This is an optimization exercise on Yosys and OpenROAD, whose aim is small area, a short achievable clock period and few clock cycles per item, not a production implementation. The RTL was checked by simulation tests, not by an equivalence proof against the original design. Power and IR drop assume default switching activity.

JK:
Design IOTDF, start of the top module:
module IOTDF( clk, rst, in_en, iot_in, fn_sel, busy, valid, iot_out);
==> flow/config.mk <==
export PLATFORM = sky130hd
export DESIGN_NAME = IOTDF
export DESIGN_NICKNAME = IOTDF
export VERILOG_FILES = /design/flow/design.v
export SDC_FILE = /design/flow/constraint.sdc
export NUM_CORES = 4
export LEC_CHECK = 0
export ABC_CLOCK_PERIOD_IN_PS = 2000
export CAP_MARGIN = 20
export CORE_MARGIN = 2
export CORE_UTILIZATION = 40
export SETUP_SLACK_MARGIN = 3.3
export SLEW_MARGIN = 20
==> flow/constraint.sdc <==
create_clock -name core_clock -period 5.5 [get_ports {clk}]
set_input_delay 1.1000 -clock core_clock [delete_from_list [all_inputs] [get_ports {clk}]]
set_output_delay 1.1000 -clock core_clock [all_outputs]
set_load 0.01 [all_outputs]
standard.sh (not shown) runs the stock make flow with config.mk's settings and CLKGATE_MAP_FILE= SYNTH_SCRIPT=/design/flow/synth_recipe.tcl, a recipe that flattens the netlist after the stock synthesis.
==> flow/flow/run.sh <==
#!/bin/bash
# The standard ORFS layout with two changes:
#  - synthesis maps all logic with ABC under a delay target (map -D) instead of
#    extracting full/half adder cells first (ADDER_MAP_FILE empty); sizing and
#    buffering are left to OpenROAD's repair steps;
#  - the port buffers are the smallest buffer, buf_1.
# Everything else (synthesis script, floorplan, placement, CTS, routing) is the
# standard flow. Each step's output goes to a log file in this folder.
set -euo pipefail
D=${ABC_D:-1400}
rm -rf scripts_synth
cp -r "$FLOW_HOME/scripts" scripts_synth
cat > scripts_synth/abc_speed.script <<EOS
strash
dch
map -D $D
topo
EOS
bash standard.sh SCRIPTS_DIR="$PWD/scripts_synth" ADDER_MAP_FILE= synth > synth.log 2>&1
bash standard.sh BUFFER_PORTS_ARGS="-buffer_cell sky130_fd_sc_hd__buf_1" CTS_ARGS="-sink_clustering_enable -repair_clock_nets -dont_use_dummy_load -sink_clustering_size 40 -sink_clustering_max_diameter 80 -root_buf sky130_fd_sc_hd__clkbuf_16 -buf_list sky130_fd_sc_hd__clkbuf_8" finish > layout.log 2>&1
JK reached the final stage; the timing, design-rule and antenna checks on its layout passed.
Testbench counts of JK, summed over its fixed seeds: cycles 38,424, blocks 2,400.
## Diff of input files: MS against JK
- swapping 3.3 for 3.45 in SETUP_SLACK_MARGIN
- putting DIE_AREA at 0 0 95.22 95.22 where nothing was set
- clearing CORE_UTILIZATION, which used to be 40
- clearing CORE_MARGIN, which used to be 2
- putting CORE_AREA at 2.3 2.72 92.82 92.62 where nothing was set
==> flow/flow/run.sh <==
#!/bin/bash
# The standard ORFS layout with three changes:
#  - synthesis maps all logic with ABC under a delay target (map -D) instead of
#    extracting full/half adder cells first (ADDER_MAP_FILE empty); sizing and
#    buffering are left to OpenROAD's repair steps;
#  - the port buffers are the smallest buffer, buf_1;
#  - CTS uses clkbuf_4/clkbuf_8 for the tree under a clkbuf_16 root and
#    inserts no dummy loads.
# Everything else (synthesis script, floorplan, placement, routing) is the
# standard flow. Each step's output goes to a log file in this folder.
set -euo pipefail
D=${ABC_D:-1400}
rm -rf scripts_synth
cp -r "$FLOW_HOME/scripts" scripts_synth
cat > scripts_synth/abc_speed.script <<EOS
strash
dch
map -D $D
topo
EOS
bash standard.sh SCRIPTS_DIR="$PWD/scripts_synth" ADDER_MAP_FILE= synth > synth.log 2>&1
bash standard.sh BUFFER_PORTS_ARGS="-buffer_cell sky130_fd_sc_hd__buf_1" CTS_ARGS="-sink_clustering_enable -repair_clock_nets -dont_use_dummy_load -sink_clustering_size 40 -sink_clustering_max_diameter 80 -root_buf sky130_fd_sc_hd__clkbuf_16 -buf_list {sky130_fd_sc_hd__clkbuf_4 sky130_fd_sc_hd__clkbuf_8}" finish > layout.log 2>&1
--- outcome ---
Delta(design area, MS - JK) > 0
Delta (MS minus JK): sequential share of layout area now smaller, well tap count shows a reduction of 38, maximum frequency has remained practically unchanged.
Area overhead of the layout relative to synthesis (lower): JK
Re power drawn by the combinational cells: MS is 14% up on JK.
Relative to JK, logic gate share of total power increased by 1.8 points in MS.
Looking at first-pass GRT wire length across both flows, MS is the weaker of the two, with JK ahead.
The clock tree cell share of total cell area was comparable across MS and JK.
Diff JK -> MS: power consumed by the clock network up about 2%, total power up 3.2%.
The following lists how AL was set up differently from MS:
- DIE_AREA changed from 0 0 95.22 95.22 to 0 0 111.405 111.405
- CORE_AREA changed from 2.3 2.72 92.82 92.62 to 2.3 2.72 109.02 108.8
==> flow/flow/run.sh <==
#!/bin/bash
# The standard ORFS layout with two changes:
#  - synthesis maps all logic with ABC under a delay target (map -D) instead of
#    extracting full/half adder cells first (ADDER_MAP_FILE empty); sizing and
#    buffering are left to OpenROAD's repair steps;
#  - the port buffers are the smallest buffer, buf_1.
# Everything else (synthesis script, floorplan, placement, CTS, routing) is the
# standard flow. Each step's output goes to a log file in this folder.
set -euo pipefail
D=${ABC_D:-1400}
rm -rf scripts_synth
cp -r "$FLOW_HOME/scripts" scripts_synth
cat > scripts_synth/abc_speed.script <<EOS
strash
dch
map -D $D
topo
EOS
bash standard.sh SCRIPTS_DIR="$PWD/scripts_synth" ADDER_MAP_FILE= synth > synth.log 2>&1
bash standard.sh BUFFER_PORTS_ARGS="-buffer_cell sky130_fd_sc_hd__buf_1" CTS_ARGS="-sink_clustering_enable -repair_clock_nets -dont_use_dummy_load -sink_clustering_size 30 -sink_clustering_max_diameter 150 -root_buf sky130_fd_sc_hd__clkbuf_16 -buf_list {sky130_fd_sc_hd__clkbuf_8 sky130_fd_sc_hd__clkbuf_16}" finish > layout.log 2>&1
Notes after the runs:
Post-detailed-routing wire length: MS vs AL — no meaningful difference
The final reports for AL and MS show count of plain and timing-repair buffers in the layout higher in the former.
As of AL, power per cell area had risen by a few percent compared to MS.
Between MS and AL, wire length of the first global-routing pass increased.
AL vs MS: first-iteration DRC count up
Looking at length of routed wiring on met1, AL sits 0.87% higher than MS does.
Cmp AL and MS / share of the final layout cell area in sequential cells / higher: MS
Any difference in final-layout worst hold slack between MS and AL is small enough to ignore.
Comparing AL and MS, the lower final period demand of the worst path is on AL.
Diff MS -> AL: die height climbed about 17%; synthesis-to-layout area growth climbed 6.4 points.

==> what the ideal ports hide <==
In the flow no input, the clock included, has a driving cell. The finished layouts below were timed again as built, in two steps. Step 1: set_driving_cell puts a clkbuf_16 on clk and a buf_2 on each other input, an assumption about the parent block. Step 2 times the ports against the registers' clock, not the clock port: input delays grow and output delays shrink by t, the midpoint of the rising clock arrivals with the driver on. Three values: no drivers, after step 1, after step 2; two values: the first two.
run	shift t [ns]	setup slack, ns	slew at the worst register clock pin (ns)	pins driven straight from the clock port
JK	0.396	3.322 / 3.322 / 3.322	0.09 / 0.09	1
MS	0.392	3.325 / 3.325 / 3.325	0.10 / 0.10	1
AL	0.438	3.493 / 3.456 / 3.500	0.06 / 0.06	1
After both steps every run listed still meets setup and hold.
